This design comes from an exercise in tuning for small area, a short achievable clock period and few clock cycles on the open sky130 flow, not from production work. The RTL of this run was laid out without a check of its function. Power is estimated from default activity; no workload was simulated.

## flow/config.mk

```make
export PLATFORM = sky130hd
export DESIGN_NAME = cpu
export DESIGN_NICKNAME = cpu
export VERILOG_FILES = /design/flow/design.v
export SDC_FILE = /design/flow/constraint.sdc
export NUM_CORES = 4
export LEC_CHECK = 0
export CAP_MARGIN = 20
export CORE_MARGIN = 2
export CORE_UTILIZATION = 45
export PLACE_DENSITY = 0.6
export SETUP_SLACK_MARGIN = 5
export SLEW_MARGIN = 20
export TNS_END_PERCENT = 5
```

## flow/constraint.sdc

```tcl
create_clock -name core_clock -period 10.5 [get_ports {clk}]
set_input_delay 2.1000 -clock core_clock [delete_from_list [all_inputs] [get_ports {clk}]]
set_output_delay 2.1000 -clock core_clock [all_outputs]
set_load 0.01 [all_outputs]
```

## flow/design.v

```verilog
module alu (
    input  [31:0] a,
    input  [31:0] b,
    input  [2:0]  f3,
    input         sub,     
    input         sra,     
    output reg [31:0] out,
    output [31:0] sum,     
    output        eq,
    output        lt,
    output        ltu
);
    wire [32:0] s33 = {1'b0, a} + {1'b0, b ^ {32{sub}}} + {32'd0, sub};
    assign sum = s33[31:0];
    wire [31:0] x = a ^ b;
    assign eq  = (x == 32'd0);
    assign ltu = ~s33[32];
    assign lt  = (a[31] ^ b[31]) ? a[31] : s33[31];
    wire        left = (f3 == 3'b001);
    reg  [31:0] ra, rr;
    integer k;
    always @(*) for (k = 0; k < 32; k = k + 1) ra[k] = a[31 - k];
    wire [31:0] sin = left ? ra : a;
    wire [31:0] sr  = $signed({sra & ~left & a[31], sin}) >>> b[4:0];
    always @(*) for (k = 0; k < 32; k = k + 1) rr[k] = sr[31 - k];
    always @(*) begin
        case (f3)
            3'b000: out = sum;
            3'b001: out = rr;
            3'b010: out = {31'd0, lt};
            3'b011: out = {31'd0, ltu};
            3'b100: out = x;
            3'b101: out = sr;
            3'b110: out = a | b;
            default: out = a & b;
        endcase
    end
endmodule
module regfile (
    input clk,
    input reset,
    input we,
    input [4:0] rd,
    input [31:0] wdata,
    input [4:0] rs1,
    input [4:0] rs2,
    output reg [31:0] rv1,
    output reg [31:0] rv2
);
    reg [31:0] bank [1:31];
    wire [31:0] wd = reset ? 32'd0 : wdata;
    integer i;
    always @(posedge clk)
        for (i = 1; i < 32; i = i + 1)
            if (reset | (we & (rd == i)))
                bank[i] <= wd;
    always @(*) begin
        rv1 = 32'd0;
        rv2 = 32'd0;
        for (i = 1; i < 32; i = i + 1) begin
            rv1 = rv1 | (bank[i] & {32{rs1 == i}});
            rv2 = rv2 | (bank[i] & {32{rs2 == i}});
        end
    end
endmodule
module immgen (
    input  [31:0] instr,
    output [31:0] imm_i,
    output [31:0] imm_s,
    output [31:0] imm_u,
    output [31:0] imm_f     
);
    wire [4:0] opc = instr[6:2];
    wire [31:0] imm_j = {{12{instr[31]}}, instr[19:12], instr[20], instr[30:21], 1'b0};
    wire [31:0] imm_b = {{20{instr[31]}}, instr[7], instr[30:25], instr[11:8], 1'b0};
    assign imm_i = {{20{instr[31]}}, instr[31:20]};
    assign imm_s = {{20{instr[31]}}, instr[31:25], instr[11:7]};
    assign imm_u = {instr[31:12], 12'b0};
    assign imm_f = ~opc[4] ? imm_u : (opc[1] ? imm_j : imm_b);
endmodule
module mask_n_shift (
    input  [1:0]  twolsb,
    input  [2:0]  funct3,
    input  [31:0] drdata,
    output [31:0] sliced_drdata
);
    wire [7:0]  byte_v = twolsb[1] ? (twolsb[0] ? drdata[31:24] : drdata[23:16])
                                   : (twolsb[0] ? drdata[15:8]  : drdata[7:0]);
    wire [15:0] half_v = twolsb[1] ? drdata[31:16] : drdata[15:0];
    reg  [31:0] r;
    always @(*) begin
        case (funct3)
            3'b000:  r = {{24{byte_v[7]}}, byte_v};
            3'b001:  r = twolsb[0] ? 32'd0 : {{16{half_v[15]}}, half_v};
            3'b010:  r = (twolsb == 2'b00) ? drdata : 32'd0;
            3'b100:  r = {24'd0, byte_v};
            3'b101:  r = twolsb[0] ? 32'd0 : {16'd0, half_v};
            default: r = 32'd0;
        endcase
    end
    assign sliced_drdata = r;
endmodule
module control (
    input  [31:0] instr,
    output lui, auipc, jal, jalr, br, load, store, opimm, op,
    output wen,        
    output use_imm,    
    output pass_b,     
    output sub,        
    output sra         
);
    wire [4:0] opc = instr[6:2];
    assign lui   = opc == 5'b01101;
    assign auipc = opc == 5'b00101;
    assign jal   = opc == 5'b11011;
    assign jalr  = opc == 5'b11001;
    assign br    = opc == 5'b11000;
    assign load  = opc == 5'b00000;
    assign store = opc == 5'b01000;
    assign opimm = opc == 5'b00100;
    assign op    = opc == 5'b01100;
    assign wen     = (lui | auipc | jal | jalr | load | opimm | op) & (instr[11:7] != 5'd0);
    assign use_imm = load | store | opimm | jalr;
    assign pass_b  = lui | auipc | jal | jalr;
    assign sub     = (op & instr[30]) | ((op | opimm) & (instr[14:13] == 2'b01)) | br;
    assign sra     = instr[30];
endmodule
module cpu (
    input clk,
    input reset,
    output [31:0] iaddr,
    input [31:0] idata,
    output [31:0] daddr,
    input [31:0] drdata,
    output [31:0] dwdata,
    output [3:0] dwe
);
    reg  [31:0] pc_f;                           
    wire        redirect;                       
    wire [31:0] target;
    wire [31:0] pc = redirect ? target : pc_f;  
    assign iaddr = pc;
    wire [4:0] rs1 = idata[19:15];
    wire [4:0] rs2 = idata[24:20];
    wire [4:0] rd  = idata[11:7];
    wire d_lui, d_auipc, d_jal, d_jalr, d_br, d_load, d_store, d_opimm, d_op;
    wire d_wen, d_use_imm, d_pass_b, d_sub, d_sra;
    control _control (
        .instr(idata),
        .lui(d_lui), .auipc(d_auipc), .jal(d_jal), .jalr(d_jalr), .br(d_br),
        .load(d_load), .store(d_store), .opimm(d_opimm), .op(d_op),
        .wen(d_wen), .use_imm(d_use_imm), .pass_b(d_pass_b), .sub(d_sub), .sra(d_sra)
    );
    wire [31:0] imm_i, imm_s, imm_u, imm_f;
    immgen _immgen (.instr(idata), .imm_i(imm_i), .imm_s(imm_s), .imm_u(imm_u), .imm_f(imm_f));
    wire [31:0] pc4   = pc + 32'd4;
    wire [31:0] fsum  = pc + imm_f;             
    reg  [31:0] a_e, b_e, i_e;
    reg  [4:0]  rd_e;
    reg  [2:0]  f3_e;
    reg         v_e, wen_e, load_e, store_e, br_e, jalr_e, pass_e, useimm_e, sub_e, sra_e;
    wire [31:0] res_e;
    wire        we_e = v_e & wen_e;
    wire [31:0] rv1, rv2;
    regfile _regfile (
        .clk(clk), .reset(reset),
        .we(we_e), .rd(rd_e), .wdata(res_e),
        .rs1(rs1), .rs2(rs2), .rv1(rv1), .rv2(rv2)
    );
    wire fwd1 = we_e & (rd_e == rs1);
    wire fwd2 = we_e & (rd_e == rs2);
    wire [31:0] opa = fwd1 ? res_e : rv1;
    wire [31:0] opb = fwd2 ? res_e : rv2;
    always @(posedge clk) begin
        if (reset)
            pc_f <= 32'd0;
        else if (d_jal)
            pc_f <= fsum;
        else
            pc_f <= pc4;
        v_e      <= ~reset;
        a_e      <= opa;
        b_e      <= (d_jal | d_jalr) ? pc4 : d_lui ? imm_u : d_auipc ? fsum : opb;
        i_e      <= d_br ? fsum : d_store ? imm_s : imm_i;
        rd_e     <= rd;
        f3_e     <= idata[14:12];
        wen_e    <= d_wen;
        load_e   <= d_load;
        store_e  <= d_store;
        br_e     <= d_br;
        jalr_e   <= d_jalr;
        pass_e   <= d_pass_b;
        useimm_e <= d_use_imm;
        sub_e    <= d_sub;
        sra_e    <= d_sra;
    end
    wire [31:0] alu_out, sum;
    wire        eq, lt, ltu;
    alu _alu (
        .a(a_e), .b(useimm_e ? i_e : b_e), .f3(f3_e), .sub(sub_e), .sra(sra_e),
        .out(alu_out), .sum(sum), .eq(eq), .lt(lt), .ltu(ltu)
    );
    wire [31:0] ldata;
    mask_n_shift _mask_n_shift (.twolsb(sum[1:0]), .funct3(f3_e), .drdata(drdata), .sliced_drdata(ldata));
    assign res_e = load_e ? ldata : pass_e ? b_e : alu_out;
    reg taken;
    always @(*) begin
        case (f3_e)
            3'b000:  taken = eq;
            3'b001:  taken = ~eq;
            3'b100:  taken = lt;
            3'b101:  taken = ~lt;
            3'b110:  taken = ltu;
            3'b111:  taken = ~ltu;
            default: taken = 1'b0;
        endcase
    end
    assign redirect = v_e & ((br_e & taken) | jalr_e);
    assign target   = jalr_e ? {sum[31:1], 1'b0} : i_e;
    reg [3:0] be;
    always @(*) begin
        case (f3_e[1:0])
            2'b00:   be = 4'b0001 << sum[1:0];
            2'b01:   be = sum[0] ? 4'b0000 : (sum[1] ? 4'b1100 : 4'b0011);
            2'b10:   be = (sum[1:0] == 2'b00) ? 4'b1111 : 4'b0000;
            default: be = 4'b0000;
        endcase
    end
    assign dwe    = (v_e & store_e & ~f3_e[2] & ~reset) ? be : 4'b0000;
    assign daddr  = {sum[31:2], 2'b00};
    assign dwdata = {f3_e[1] ? b_e[31:24] : f3_e[0] ? b_e[15:8] : b_e[7:0],
                     f3_e[1] ? b_e[23:16] : b_e[7:0],
                     (f3_e[1] | f3_e[0]) ? b_e[15:8] : b_e[7:0],
                     b_e[7:0]};
endmodule
```

## flow/run.sh

```bash
#!/bin/bash
# synth_recipe.tcl (not shown) runs the flow's synth.tcl, then flattens the netlist and writes it again
# the make line also repeats each setting of config.mk as NAME=value (left out here)
make -C /OpenROAD-flow-scripts/flow DESIGN_CONFIG=/design/flow/config.mk WORK_HOME=/design/flow/orfs CLKGATE_MAP_FILE= SYNTH_SCRIPT=/design/flow/synth_recipe.tcl finish
```

==> run notes <==
==> flip-flops by register name, indices dropped and copies added (netlist names), 3 cells and up <==
name	cells
rd_e	5
b_e	32
i_e	32
f3_e	3
_regfile.bank	992
pc_f	32
a_e	32
==> worst max path at each step <==
stage	to	slack (ns)	cells after the start
floorplan	pc_f[29]$_SDFF_PP0_	3.98	32
global placement	iaddr[29]	1.84	17
detailed placement	pc_f[29]$_SDFF_PP0_	1.76	26
CTS	iaddr[31]	3.51	19
global route	iaddr[23]	3.29	20
finish	iaddr[23]	3.34	18
==> power groups by stage <==
stage,clock network [mW],registers (mW),logic (mW)
finish,4.33,6.18,4.19
global route,4.47,6.20,4.24
CTS,4.30,6.15,3.89
detailed placement,0,6.22,3.57
global placement,0,6.22,3.56
floorplan,0,5.96,1.87
==> metal layers <==
metal	vias to the layer above	routed length [um]	track usage, %
li1	21200	-	-
met2	6247	129000	65.6
met5	-	427	1.07
met4	13	34200	35.7
met1	27000	105000	55.1
met3	1964	54300	20.5
==> through the flow <==
| step | utilization, % | hold slack, ns | std cells | worst slack (ns) | instance area, um^2 |
|---|---|---|---|---|---|
| 2_1_floorplan | - | 0.492 | 5035 | 3.98 | 59500 |
| 3_3_place_gp | 49.0 | 0.622 | 6794 | 1.84 | 64100 |
| 3_5_place_dp | 49.0 | 0.626 | 6796 | 1.76 | 64100 |
| 4_1_cts | 54.3 | 0.702 | 7183 | 3.51 | 71200 |
| 5_1_grt | 54.9 | 0.735 | 7232 | 3.29 | 71900 |
| 6_report | 54.9 | 0.685 | 7254 | 3.34 | 71900 |
==> critical path: cells and delay by family, from the launching register on <==
| family | cells | cell delay, ns |
|---|---|---|
| mux | 2 | 0.55 |
| simple gates | 3 | 0.75 |
| fa+ha+maj | 1 | 0.45 |
| compound gates | 4 | 0.86 |
| flops | 1 | 0.43 |
| buf+inv | 8 | 1.24 |
==> cell usage in the layout, fill, tap and decap left out, types with 43 or more instances in the layout <==
cell,Yosys,routed
edfxtp_1,992,992
buf_4,14,382
a22oi_1,377,377
a221oi_1,298,296
a22o_1,278,277
nand2_1,281,259
a21oi_1,229,205
nor2_1,256,183
mux2i_1,185,152
o21ai_0,175,139
dfxtp_1,146,137
nand4_1,134,134
nand3_1,137,134
clkdlybuf4s50_1,0,125
clkbuf_16,0,120
inv_1,114,102
ha_1,126,96
nor3_1,98,93
xnor2_1,85,73
nor2_4,0,71
buf_6,6,67
a222oi_1,64,64
o211ai_1,44,44
a211oi_1,50,43
==> kinds of logic (layout without fill, tap and decap cells) <==
| family | count (synthesis) | in the layout | synth area share [%] |
|---|---|---|---|
| other | 1 | 26 | 0.00633 |
| multiplexers | 259 | 259 | 5.25 |
| buffers and inverters | 509 | 941 | 3.44 |
| AO/OA/AOI/OAI | 1757 | 1758 | 22.3 |
| AND/OR/NAND/NOR | 1118 | 1125 | 9.21 |
| adder cells (fa/ha/maj) | 128 | 128 | 2.73 |
| flip-flops | 1138 | 1138 | 55.3 |
| XOR/XNOR | 124 | 124 | 1.83 |
==> layout make-up <==
class                   instances  area, um^2
diodes                         24        60.1
clock buffers                 135        3060
clock inverters                83         878
fillers                     11100       59000
inverters                     120         457
multi-input cells            3396       27200
flip-flops and latches       1138       32700
well taps                    1755        2200
repair buffers                603        5390
==> repair_timing <==
| action | CTS | global route |
|---|---|---|
| cloned | 11 | 1 |
| endpoints found under the setup margin | 1047 | 744 |
| resized for setup | 501 | 61 |
| hold buffers | 0 | 0 |
| pin swaps | 87 | 38 |
| buffers inserted | 158 | 45 |
==> impl_metrics.yaml <==
setup_path:
  cp.required_ns: 8.40
  crit_path_max_incr_delay_ns: 0.45
  cp_slowest_cell: "ha_1"
  cp-end-kind: "output port"
  r2r_start: "useimm_e$_DFF_P_"
  ff2ff_path_depth: 33
  r2r-end: "b_e[31]$_DFF_P_"
  start_kind: "flip-flop"
  r2r_slack_ns: 3.57
  crit_fanout: 6
  critPathKind: "reg -> out"
  startpoint: "useimm_e$_DFF_P_"
  cp_cell_sequence: "buf_4 -> buf_12 -> mux2i_4 -> ha_1 -> nor4_1 -> nand4_1 -> o31ai_2 -> o311a_1 -> o41ai_4 -> buf_4 -> o21ai_4 -> buf_6 -> nand2_8 -> buf_12 -> buf_4 -> mux2i_4 -> inv_2 -> buf_6"
  crit_path_frequent_cell: "buf_4"
  arrival_ns: 5.06
power_and_ir_drop:
  seqPwrFrac_pct: 42.1
  p_comb_share_pct: 28.5
  power.switching_mw: 5.21
  swShare_pct: 35.4
  vdd.ir_drop.worst_uv: 150
  leakagePower_nw: 25.9
  finalPower_mw: 14.7
  clkPwrFrac_pct: 29.5
  power_per_cell_area_nw_per_um2: 204
  p_int_mw: 9.50
synthesis:
  synthFlopType: "edfxtp_1"
  synth_area_um2: 59200
  syn_inst: 5034
  synthTopCellsByArea: "edfxtp_1, dfxtp_1, a22oi_1"
  yosysSeqAreaShare_pct: 55.3
  synth_area_per_cell_um2: 11.8
  synth_top_cell_by_area: "edfxtp_1"
  yosysWarningCount: 5
  synthArstFlopShare_pct: 0
  ys_top_cells_by_count: "edfxtp_1, a22oi_1, clkbuf_1"
  synth_edf_count: 992
  synth_cell_types: 97
  synth_most_common_cell: "edfxtp_1"
  yosysTopAreaCellShare_pct: 50.3
  ys_ff_latch: 1138
global_routing:
  grtUsageTotal_pct: 46.4
  antenna_found_initial: 21
  grt_max_degree: 55
  grt_pass1_vias: 52200
  grt.overflow.total: 0
  grt_first_pass_wirelength_um: 431000
min_path:
  hp-start: "_regfile.bank[18][8]$_DFFE_PP_"
  holdPathEnd: "a_e[8]$_DFF_P_"
  whs_path_depth: 4
  hold_class: "reg -> reg"
clock_tree:
  h-tree-depth: 3
  clk_latency_ns: 0.79
  clkTransAtPathRegs_ns: 0.06
  cts_sinks: 1138
  cts_buffers: 116
  clk_path_buf_depth: 3
  cts-root-buf: "clkbuf_16"
  cts_tree: "built"
floorplan:
  ios: 166
  die_height_um: 367
  rows: 133
  start_util_pct: 45.2
  die_width_um: 367
  die_area_um2: 134000
  core-area_um2: 131000
sta:
  worst_clock_skew_ns: 0.0596
  min_period_ns: 7.16
  drv_slew: 0
  timing.fmax_mhz: 140
  setup_viol: 0
  hold_viol_final: 0
  slew_headroom_pct: 4.00
  worst_pin_slew_ns: 1.43
  min_period_over_period_pct: 68.1
  setup_tns_ns: 0
  rsz0062_at_grt: "yes"
routing:
  drtPass1Iterations: 10
  vias_per_cell: 7.78
  drt_wl_total_um: 323000
  ant_nets: 0
  num_vias: 56400
  remaining_drc_errors: 0
  drt_iter0_drc: 12100
  wire_per_inst_um: 44.6
final_layout:
  area_growth_pct: 21.5
  layout.nets: 5569
  layout-drive-gt1-share_pct: 20.2
flow_run:
  maxCapViolations: 0
status:
  outcome: "no timing/DRC/antenna violations"
placed_design:
  dp_hpwl_um: 194000
  globalplace.congestion: 1.03
  port_buffers: 161

## re-timing with driven ports
The flow's constraints put no driver on any port. The routed layout listed below was extracted and timed again, unchanged, in two steps. Step 1: set_driving_cell puts a clkbuf_16 on clk and a buf_2 on each other input, an assumption about the parent block. Step 2 moves the port delays by t, midway between the first and last clock arrival at a register: inputs arrive t later, outputs are due t later. That takes back most of the time a late clock gives input paths. Three values: ideal ports, drivers, drivers and shift; two values: the first two.
t (ns): 0.843
slack for setup (ns): 3.345 / 3.266 / 2.879
slew at the worst register clock pin (ns): 0.07 / 0.07
cell pins on the clock port's net: 1
After both steps setup and hold are still met in this run. For this run, drivers alone change the setup slack by -0.079 ns; drivers and shift together by -0.466 ns.
